Background: an optimization exercise with open tools, aiming at small area and a short achievable clock period. Do not read the settings as production practice.
Where RTL was checked, it was by simulation tests only, not by an equivalence proof against the original.
No activity file was given, so power comes from the tool's default toggle rates.

==> flow/design.v (excerpt) <==
module arm (
    input  logic        clk, rst,
    input  logic [31:0] Instr,
    input  logic [31:0] ReadData,
    output logic [31:0] WriteData,
    output logic [31:0] PC, ALUResult,
    output logic        MemWrite
);
    logic [31:0] PCF, InstrD;
    logic        RegWriteE, MemtoRegE, MemWriteE, BranchE, ALUSrcE, FlagWE;
    logic        CondExE, BranchTakenE;
    logic        SubE, LogE, OrrE;               
    logic [3:0]  RA1E, RA2E, WA3E;
    logic [31:0] RD1E, RD2E;
    logic [23:0] ImmE;
    logic        ImmMemE, ImmBrE;                
    logic        selAM, selAP, selAR, selBM, selBP, selBR;    
    logic        RegWriteM, MemtoRegM, MemWriteM;
    logic [3:0]  WA3M;
    logic [31:0] ALUOutM, WriteDataM;
    logic [31:0] rf [0:14];
    logic [14:0] rf_valid;
    assign PC        = PCF;
    assign ALUResult = ALUOutM;
    assign WriteData = WriteDataM;
    assign MemWrite  = MemWriteM;
    logic isDP, isADD, isSUB, isAND, isORR, isLDR, isSTR, isMEM, isB, isBT;
    assign isADD = (InstrD[27:26] == 2'b00) && (InstrD[24:21] == 4'b0100);
    assign isSUB = (InstrD[27:26] == 2'b00) && (InstrD[24:21] == 4'b0010);
    assign isAND = (InstrD[27:21] == 7'b0000000);
  ...
Size: ~750 flip-flops, ~160 I/O pins, ~0.036 sq mm of cells after synthesis.
clock: 16.0 ns
lec_check: 0
cap_margin: 20
core_margin: 2
core_utilization: 55
slew_margin: 20
synth_hierarchical: 1
synth_minimum_keep_size: 0
standard.sh (not shown) runs the stock make flow with config.mk's settings and CLKGATE_MAP_FILE= SYNTH_SCRIPT=/design/flow/synth_recipe.tcl, a recipe that flattens the netlist after the stock synthesis.
==> flow/flow/run.sh <==
#!/bin/bash
# Layout flow: the standard ORFS flow, with
#  - port buffers of a fast, small cell instead of the default delay buffer,
#  - a clock tree without dummy balancing loads,
#  - timing repair aimed below the 16 ns clock (the clock and the SDC are unchanged;
#    repair only tries to leave more slack than the default margin).
set -euo pipefail
cd "$(dirname "$0")/.."
export BUFFER_PORTS_ARGS="-buffer_cell sky130_fd_sc_hd__buf_2"
export SETUP_SLACK_MARGIN=11.5
export CTS_ARGS="-sink_clustering_enable -repair_clock_nets -dont_use_dummy_load -buf_list {sky130_fd_sc_hd__clkbuf_8 sky130_fd_sc_hd__clkbuf_16} -sink_clustering_size 24 -sink_clustering_max_diameter 60"
bash standard.sh > standard.log 2>&1
Change:
--- a/flow/design.v
+++ b/flow/design.v
@@ -86,22 +86,27 @@
     end
     logic [31:0] ExtImmE, SrcAE, SrcBE, WriteDataE;
     logic selAPc, selARd;
     always_comb begin
         if (ImmMemE)     ExtImmE = {20'b0, ImmE[11:0]};
         else if (ImmBrE) ExtImmE = {{6{ImmE[23]}}, ImmE[23:0], 2'b00};
         else             ExtImmE = {{24{ImmE[7]}}, ImmE[7:0]};
     end
     assign selAPc = selAP & !BranchTakenE;
     assign selARd = selAR | (selAP & BranchTakenE);
-    assign SrcAE = ({32{selAM}} & ALUOutM) | ({32{selAPc}} & PCF) | ({32{selARd}} & RD1E);
-    assign WriteDataE = ({32{selBM}} & ALUOutM) | ({32{selBP}} & PCF) | ({32{selBR}} & RD2E);
+    logic [31:0] SrcAn, WDn;
+    for (genvar b = 0; b < 32; b++) begin : g_op
+        rf_aoi222 ua (.a0(ALUOutM[b]), .s0(selAM), .a1(PCF[b]), .s1(selAPc), .a2(RD1E[b]), .s2(selARd), .yn(SrcAn[b]));
+        rf_aoi222 ub (.a0(ALUOutM[b]), .s0(selBM), .a1(PCF[b]), .s1(selBP), .a2(RD2E[b]), .s2(selBR), .yn(WDn[b]));
+    end
+    assign SrcAE      = ~SrcAn;
+    assign WriteDataE = ~WDn;
     assign SrcBE = ALUSrcE ? ExtImmE : WriteDataE;
     logic [31:0] bm, sum, gen, prp, ALUResultE;
     logic        cout;
     logic [33:0] sum34;
     assign bm    = SrcBE ^ {32{SubE}};
     assign sum34 = {1'b0, SrcAE, 1'b1} + {1'b0, bm, SubE};
     assign sum   = sum34[32:1];
     assign cout  = sum34[33];
     assign gen   = SrcAE & bm;         
     assign prp   = SrcAE ^ bm;
Outcome: Die area fell by 2.3%. Routed wire length goes down by 1.9%. Non-clock buffer count increases by 28. Via count drops by 2.7%. Total power goes down by 0.85%. Hold slack loses 0.0096 ns. Setup slack gets better by 0.043 ns. Cell area goes down by 0.97%. Cell count decreases by 3.1%. Utilization went up by 0.75 points. Synthesized cell count shrinks by 6.2%. Count of clock-buffer cells in the layout falls by 3.

---

Setup of yarrow:
arm again, from the RTL that the note above started with.
export LEC_CHECK = 0
export CAP_MARGIN = 10
export CORE_MARGIN = 2
export CORE_UTILIZATION = 65
export SLEW_MARGIN = 10
export SYNTH_HIERARCHICAL = 1
export SYNTH_MINIMUM_KEEP_SIZE = 0
create_clock -name core_clock -period 16.0 [get_ports {clk}]
Scripts as last shown in full above: flow/flow/run.sh
Input changes introduced in indigo (baseline for comparison: yarrow):
diff --git a/flow/design.v b/flow/design.v
--- a/flow/design.v
+++ b/flow/design.v
@@ -86,22 +86,27 @@
     end
     logic [31:0] ExtImmE, SrcAE, SrcBE, WriteDataE;
     logic selAPc, selARd;
     always_comb begin
         if (ImmMemE)     ExtImmE = {20'b0, ImmE[11:0]};
         else if (ImmBrE) ExtImmE = {{6{ImmE[23]}}, ImmE[23:0], 2'b00};
         else             ExtImmE = {{24{ImmE[7]}}, ImmE[7:0]};
     end
     assign selAPc = selAP & !BranchTakenE;
     assign selARd = selAR | (selAP & BranchTakenE);
-    assign SrcAE = ({32{selAM}} & ALUOutM) | ({32{selAPc}} & PCF) | ({32{selARd}} & RD1E);
-    assign WriteDataE = ({32{selBM}} & ALUOutM) | ({32{selBP}} & PCF) | ({32{selBR}} & RD2E);
+    logic [31:0] SrcAn, WDn;
+    for (genvar b = 0; b < 32; b++) begin : g_op
+        rf_aoi222 ua (.a0(ALUOutM[b]), .s0(selAM), .a1(PCF[b]), .s1(selAPc), .a2(RD1E[b]), .s2(selARd), .yn(SrcAn[b]));
+        rf_aoi222 ub (.a0(ALUOutM[b]), .s0(selBM), .a1(PCF[b]), .s1(selBP), .a2(RD2E[b]), .s2(selBR), .yn(WDn[b]));
+    end
+    assign SrcAE      = ~SrcAn;
+    assign WriteDataE = ~WDn;
     assign SrcBE = ALUSrcE ? ExtImmE : WriteDataE;
     logic [31:0] bm, sum, gen, prp, ALUResultE;
     logic        cout;
     logic [33:0] sum34;
     assign bm    = SrcBE ^ {32{SubE}};
     assign sum34 = {1'b0, SrcAE, 1'b1} + {1'b0, bm, SubE};
     assign sum   = sum34[32:1];
     assign cout  = sum34[33];
     assign gen   = SrcAE & bm;         
     assign prp   = SrcAE ^ bm;
### Flow results
indigo ended up with ALUOutM[1]$_DFFE_PN_ as its startpoint of the most critical setup path; yarrow ended up with ALUOutM[18]$_DFFE_PN_. indigo vs. yarrow: via count went down by 635; worst-case setup margin in the final layout saw an increase. Compare indigo and yarrow | number of instances in the synthesized netlist higher: yarrow. Delta (indigo minus yarrow): final critical delay including setup and external delays fell 0.031 ns, adder-cell area share of the yosys netlist about even, number of ordinary inverters in the final layout rose 17.

---

The RTL this note starts from:
==> flow/design.v <==
module arm (
    input  logic        clk, rst,
    input  logic [31:0] Instr,
    input  logic [31:0] ReadData,
    output logic [31:0] WriteData,
    output logic [31:0] PC, ALUResult,
    output logic        MemWrite
);
    logic [31:0] PCF, InstrD;
    logic        RegWriteE, MemtoRegE, MemWriteE, BranchE, FlagWE;
    logic        CondExE, BranchTakenE;
    logic        SubE, LogE, OrrE;               
    logic [3:0]  RA1E, RA2E, WA3E;
    logic [31:0] RD1E, RD2E;
    logic [23:0] ImmE;
    logic        ImmMemE, ImmBrE;                
    logic        selAM, selAP, selAR, selBM, selBP, selBR;    
    logic        selSM, selSP, selSR, selSI;                 
    logic        RegWriteM, MemtoRegM, MemWriteM;
    logic [3:0]  WA3M;
    logic [31:0] ALUOutM, WriteDataM;
    logic [31:0] rf [0:14];
    logic [14:0] rf_valid;
    assign PC        = PCF;
    assign ALUResult = ALUOutM;
    assign WriteData = WriteDataM;
    assign MemWrite  = MemWriteM;
    logic isDP, isADD, isSUB, isAND, isORR, isLDR, isSTR, isMEM, isB, isBT;
    assign isADD = (InstrD[27:26] == 2'b00) && (InstrD[24:21] == 4'b0100);
    assign isSUB = (InstrD[27:26] == 2'b00) && (InstrD[24:21] == 4'b0010);
    assign isAND = (InstrD[27:21] == 7'b0000000);
    assign isORR = (InstrD[27:21] == 7'b0001100);
    logic isLDRr, isSTRr, isMEMr, isBr;
    logic [3:0] RA2Dr;
    assign isLDR = isLDRr;
    assign isSTR = isSTRr;
    assign isMEM = isMEMr;
    assign isB   = isBr;
    assign isBT  = isB & CondExE;        
    assign isDP  = isADD | isSUB | isAND | isORR;
    logic [3:0] rn, RA1D, RA2D;
    assign rn   = InstrD[19:16];
    assign RA1D = isBT ? 4'd15 : rn;
    assign RA2D = RA2Dr;
    logic ldrStallD, PCWrPendingF, StallF, FlushD, FlushE;
    assign ldrStallD    = ((RA1D == WA3E) ^ (RA2D == WA3E)) & MemtoRegE;
    assign PCWrPendingF = BranchE ? !CondExE : isBT;
    assign StallF       = ldrStallD ^ PCWrPendingF;
    assign FlushD       = PCWrPendingF | BranchTakenE;
    assign FlushE       = ldrStallD ^ BranchTakenE;
    logic [31:0] PCPlus4F, ResultM, RD1D, RD2D, AO1, AO2;
    logic [3:0]  nRA1E, nRA2E;
    logic        fwdW1, fwdW2;
    logic [14:0] rs1, rs2;
    assign PCPlus4F = PCF + 32'd4;
    assign ResultM  = MemtoRegM ? ReadData : ALUOutM;
    assign nRA1E = FlushE ? RA1E : RA1D;
    assign nRA2E = FlushE ? RA2E : RA2D;
    assign fwdW1 = RegWriteM && (FlushE ? (RA1E == WA3M) : (RA1D == WA3M));
    assign fwdW2 = RegWriteM && (FlushE ? (RA2E == WA3M) : (RA2D == WA3M));
    always_comb
        for (int i = 0; i < 15; i++) begin
            rs1[i] = !isBT && rf_valid[i] && rn == i;
            rs2[i] = rf_valid[i] && RA2D == i;
        end
    assign RD1D = fwdW1 ? ResultM : AO1;
    logic invD;
    assign invD = isSUB & !FlushE;
    assign RD2D = (fwdW2 ? ResultM : AO2) ^ {32{invD}};
    for (genvar b = 0; b < 32; b++) begin : g_rd
        logic [17:0] c1, s1, c2, s2;
        logic [5:0]  n1, n2;
        for (genvar i = 0; i < 15; i++) begin : g_col
            assign c1[i] = rf[i][b];
            assign c2[i] = rf[i][b];
        end
        assign c1[17:15] = {2'b0, PCPlus4F[b]};
        assign s1        = {2'b0, isBT, rs1};
        assign c2[17:15] = 3'b0;
        assign s2        = {3'b0, rs2};
        for (genvar k = 0; k < 5; k++) begin : g_ao
            rf_aoi222 u1 (.a0(c1[3*k]), .s0(s1[3*k]), .a1(c1[3*k+1]), .s1(s1[3*k+1]),
                          .a2(c1[3*k+2]), .s2(s1[3*k+2]), .yn(n1[k]));
            rf_aoi222 u2 (.a0(c2[3*k]), .s0(s2[3*k]), .a1(c2[3*k+1]), .s1(s2[3*k+1]),
                          .a2(c2[3*k+2]), .s2(s2[3*k+2]), .yn(n2[k]));
        end
        rf_nand2 u1x (.a(c1[15]), .b(s1[15]), .y(n1[5]));
        rf_nand6 u1o (.a(n1), .y(AO1[b]));
        rf_nand5 u2o (.a(n2[4:0]), .y(AO2[b]));
        assign n2[5] = 1'b1;
    end
    logic [31:0] ExtImmE, SrcAE, WriteDataE, bm;
    logic selAPc, selARd;
    always_comb begin
        if (ImmMemE)     ExtImmE = {20'b0, ImmE[11:0]};
        else if (ImmBrE) ExtImmE = {{6{ImmE[23]}}, ImmE[23:0], 2'b00};
        else             ExtImmE = {{24{ImmE[7]}}, ImmE[7:0]};
    end
    assign selAPc = selAP & !BranchTakenE;
    assign selARd = selAR | (selAP & BranchTakenE);
    assign SrcAE = ({32{selAM}} & ALUOutM) | ({32{selAPc}} & PCF) | ({32{selARd}} & RD1E);
    assign WriteDataE = ({32{selBM}} & ALUOutM) | ({32{selBP}} & PCF) | ({32{selBR}} & RD2E);
    logic [31:0] SubMask;
    assign SubMask = {32{SubE}};
    assign bm = ({32{selSM}} & (ALUOutM ^ SubMask)) | ({32{selSP}} & (PCF ^ SubMask)) |
                ({32{selSR}} & RD2E) | ({32{selSI}} & (ExtImmE ^ SubMask));
    logic [31:0] sum, gen, prp, ALUResultE;
    logic        cout;
    logic [33:0] sum34;
    assign sum34 = {1'b0, SrcAE, 1'b1} + {1'b0, bm, SubE};
    assign sum   = sum34[32:1];
    assign cout  = sum34[33];
    assign gen   = SrcAE & bm;         
    assign prp   = SrcAE ^ bm;
    assign ALUResultE = LogE ? (OrrE ? (gen | prp) : gen) : sum;
    logic [31:0] need;
    logic zSum, zLog;
    assign need = {SrcAE[30:0] | bm[30:0], SubE};
    assign zSum = &(~(prp ^ need));
    assign zLog = ~|(OrrE ? (gen | prp) : gen);
    logic fN, fZ, fC, fV;
    assign fN = FlagWE & ALUResultE[31];
    assign fZ = FlagWE & (LogE ? zLog : zSum);
    assign fC = FlagWE & ~LogE & cout;
    assign fV = FlagWE & ~LogE & ~SubE & (SrcAE[31] == bm[31]) & (SrcAE[31] ^ sum[31]);
    logic CondExD;
    always_comb begin
        case (InstrD[31:28])
            4'b0000: CondExD = fZ;
            4'b0001: CondExD = !fZ;
            4'b0010: CondExD = fC;
            4'b0011: CondExD = !fC;
            4'b0100: CondExD = fN;
            4'b0101: CondExD = !fN;
            4'b0110: CondExD = fV;
            4'b0111: CondExD = !fV;
            4'b1000: CondExD = !fZ && fC;
            4'b1001: CondExD = fZ || !fC;
            4'b1010: CondExD = !(fN ^ fV);
            4'b1011: CondExD = fN ^ fV;
            4'b1100: CondExD = !fZ && !(fN ^ fV);
            4'b1101: CondExD = fZ || (fN ^ fV);
            4'b1110: CondExD = 1'b1;
            default: CondExD = 1'b0;
        endcase
    end
    logic [31:0] PCPrime;
    assign PCPrime = BranchTakenE ? sum : PCPlus4F;
    logic [3:0] nWA3M;
    logic       nRWM, nAM, nBM;
    assign nWA3M = BranchTakenE ? WA3M : WA3E;
    assign nRWM  = BranchTakenE ? RegWriteM : (RegWriteE & CondExE);
    assign nAM   = nRWM & (nRA1E == nWA3M);
    assign nBM   = nRWM & (nRA2E == nWA3M);
    logic ALUSrcD, nALUSrc;
    assign ALUSrcD = ((isADD | isSUB) & InstrD[25]) | isMEM | isBT;
    assign nALUSrc = !FlushE & ALUSrcD;
    logic pLDR, pSTR;
    assign pLDR = Instr[27:20] == 8'b01011001;
    assign pSTR = Instr[27:20] == 8'b01011000;
    always_ff @(posedge clk) begin
        if (rst)          PCF <= 32'b0;
        else if (!StallF) PCF <= PCPrime;
        if (FlushD || rst) begin
            InstrD <= 32'b0;
            isLDRr <= 1'b0;
            isSTRr <= 1'b0;
            isMEMr <= 1'b0;
            isBr   <= 1'b0;
            RA2Dr  <= 4'b0;
        end else if (!ldrStallD) begin
            InstrD <= Instr;
            isLDRr <= pLDR;
            isSTRr <= pSTR;
            isMEMr <= pLDR | pSTR;
            isBr   <= Instr[27:24] == 4'b1010;
            RA2Dr  <= (pLDR | pSTR) ? Instr[15:12] : Instr[3:0];
        end
        RA1E    <= nRA1E;
        RA2E    <= nRA2E;
        selAM   <= nAM;
        selAP   <= !nAM & !fwdW1 & (nRA1E == 4'd15);
        selAR   <= !nAM & (fwdW1 | (!FlushE & (nRA1E != 4'd15)));
        selBM   <= nBM;
        selBP   <= !nBM & !fwdW2 & (nRA2E == 4'd15);
        selBR   <= !nBM & (fwdW2 | (!FlushE & (nRA2E != 4'd15)));
        selSI   <= nALUSrc;
        selSM   <= !nALUSrc & nBM;
        selSP   <= !nALUSrc & !nBM & !fwdW2 & (nRA2E == 4'd15);
        selSR   <= !nALUSrc & !nBM & (fwdW2 | (!FlushE & (nRA2E != 4'd15)));
        WA3E    <= InstrD[15:12];
        RD1E    <= RD1D;
        RD2E    <= RD2D;
        ImmE    <= InstrD[23:0];
        ImmMemE <= isMEM;
        ImmBrE  <= isBT;
        if (!FlushE) begin
            RegWriteE    <= isDP | isLDR;
            MemtoRegE    <= isLDR;
            MemWriteE    <= isSTR;
            SubE         <= isSUB;
            LogE         <= isAND | isORR;
            OrrE         <= isORR;
            BranchE      <= isBT;
            FlagWE       <= isDP & InstrD[20];
            CondExE      <= CondExD;
            BranchTakenE <= isBT & CondExD;
        end else begin
            RegWriteE    <= 1'b0;
            MemtoRegE    <= 1'b0;
            MemWriteE    <= 1'b0;
            SubE         <= 1'b0;
            LogE         <= 1'b0;
            OrrE         <= 1'b0;
            BranchE      <= 1'b0;
            FlagWE       <= 1'b0;
            CondExE      <= 1'b0;
            BranchTakenE <= 1'b0;
        end
        if (!BranchTakenE) begin
            RegWriteM  <= RegWriteE & CondExE;
            MemtoRegM  <= MemtoRegE;
            MemWriteM  <= MemWriteE & CondExE;
            WriteDataM <= WriteDataE;
            ALUOutM    <= ALUResultE;
            WA3M       <= WA3E;
        end
        for (int i = 0; i < 15; i++)
            if (RegWriteM && WA3M == i) rf[i] <= ResultM;
        rf_valid <= (rst ? 15'b0 : rf_valid) | ({14'b0, RegWriteM} << WA3M);
    end
endmodule
module rf_aoi222 (
    input  logic a0, s0, a1, s1, a2, s2,
    output logic yn
);
    assign yn = ~((a0 & s0) | (a1 & s1) | (a2 & s2));
endmodule
module rf_nand5 (
    input  logic [4:0] a,
    output logic       y
);
    assign y = ~&a;
endmodule
module rf_nand2 (
    input  logic a, b,
    output logic y
);
    assign y = ~(a & b);
endmodule
module rf_nand6 (
    input  logic [5:0] a,
    output logic       y
);
    assign y = ~&a;
endmodule
export LEC_CHECK = 0
export CAP_MARGIN = 20
export CORE_MARGIN = 2
export CORE_UTILIZATION = 55
export SLEW_MARGIN = 20
export SYNTH_HIERARCHICAL = 1
export SYNTH_MINIMUM_KEEP_SIZE = 0
create_clock -name core_clock -period 16.0 [get_ports {clk}]
Scripts as last shown in full above: flow/flow/run.sh
The baseline completed without violations.
Next try:
--- a/flow/design.v
+++ b/flow/design.v
@@ -65,7 +65,5 @@
         end
     assign RD1D = fwdW1 ? ResultM : AO1;
-    logic invD;
-    assign invD = isSUB & !FlushE;
-    assign RD2D = (fwdW2 ? ResultM : AO2) ^ {32{invD}};
+    assign RD2D = fwdW2 ? ResultM : AO2;
     for (genvar b = 0; b < 32; b++) begin : g_rd
         logic [17:0] c1, s1, c2, s2;
@@ -90,5 +88,5 @@
         assign n2[5] = 1'b1;
     end
-    logic [31:0] ExtImmE, SrcAE, WriteDataE, bm;
+    logic [31:0] ExtImmE, SrcAE, SrcBE, WriteDataE;
     logic selAPc, selARd;
     always_comb begin
@@ -101,11 +99,10 @@
     assign SrcAE = ({32{selAM}} & ALUOutM) | ({32{selAPc}} & PCF) | ({32{selARd}} & RD1E);
     assign WriteDataE = ({32{selBM}} & ALUOutM) | ({32{selBP}} & PCF) | ({32{selBR}} & RD2E);
-    logic [31:0] SubMask;
-    assign SubMask = {32{SubE}};
-    assign bm = ({32{selSM}} & (ALUOutM ^ SubMask)) | ({32{selSP}} & (PCF ^ SubMask)) |
-                ({32{selSR}} & RD2E) | ({32{selSI}} & (ExtImmE ^ SubMask));
-    logic [31:0] sum, gen, prp, ALUResultE;
+    assign SrcBE = ({32{selSM}} & ALUOutM) | ({32{selSP}} & PCF) | ({32{selSR}} & RD2E) |
+                   ({32{selSI}} & ExtImmE);
+    logic [31:0] bm, sum, gen, prp, ALUResultE;
     logic        cout;
     logic [33:0] sum34;
+    assign bm    = SrcBE ^ {32{SubE}};
     assign sum34 = {1'b0, SrcAE, 1'b1} + {1'b0, bm, SubE};
     assign sum   = sum34[32:1];
@@ -123,5 +120,5 @@
     assign fZ = FlagWE & (LogE ? zLog : zSum);
     assign fC = FlagWE & ~LogE & cout;
-    assign fV = FlagWE & ~LogE & ~SubE & (SrcAE[31] == bm[31]) & (SrcAE[31] ^ sum[31]);
+    assign fV = FlagWE & ~LogE & ~SubE & (SrcAE[31] == SrcBE[31]) & (SrcAE[31] ^ sum[31]);
     logic CondExD;
     always_comb begin
Effect:
- die area went down by 2.5%
- power went down by 5.1%
- via count went down by 4.1%
- register-to-register slack gets better by 0.03 ns
- sequential power went down by about 2%
- global-route usage went up by 0.42 points
No functional check of the RTL was part of any run of this note.

## port drivers added, routing unchanged
The flow's constraints put no driver on any port. The routed layouts listed below were extracted and timed again, unchanged, in two steps.
Step 1 sets driving cells, clkbuf_16 on the clock port and buf_2 on the other inputs (assumed; they add their load-dependent delay and slew).
Step 2, shift: input delay + t, output delay - t, t = (earliest + latest rising clock arrival at the registers) / 2. This alone moves slack from input paths to output paths.
Three values: ideal ports, drivers, drivers and shift; two values: the first two.
| run | t, ns | setup slack, ns | worst setup path at the end | latest minus earliest clock arrival (ns) | worst data-port slew with drivers (ns) |
|---|---|---|---|---|---|
| the first run of note 1 | 0.684 | 11.410 / 11.341 / 10.982 | input to register | 0.126 / 0.126 | 0.04 |
| the second run of note 1 | 0.675 | 11.453 / 11.387 / 11.077 | input to register | 0.051 / 0.051 | 0.04 |
| yarrow | 0.666 | 11.414 / 11.348 / 10.937 | input to register | 0.105 / 0.105 | 0.04 |
| indigo | 0.673 | 11.445 / 11.379 / 11.179 | input to register | 0.076 / 0.076 | 0.04 |
| the first run of note 3 | 0.688 | 11.436 / 11.425 / 11.004 | input to register | 0.107 / 0.106 | 0.05 |
| the second run of note 3 | 0.682 | 11.463 / 11.407 / 10.882 | input to register | 0.097 / 0.098 | 0.07 |
After both steps every run listed still meets setup and hold. The setup slack of the second run of note 3, which loses most, moves by -0.056 ns with the drivers and by -0.581 ns with both steps.
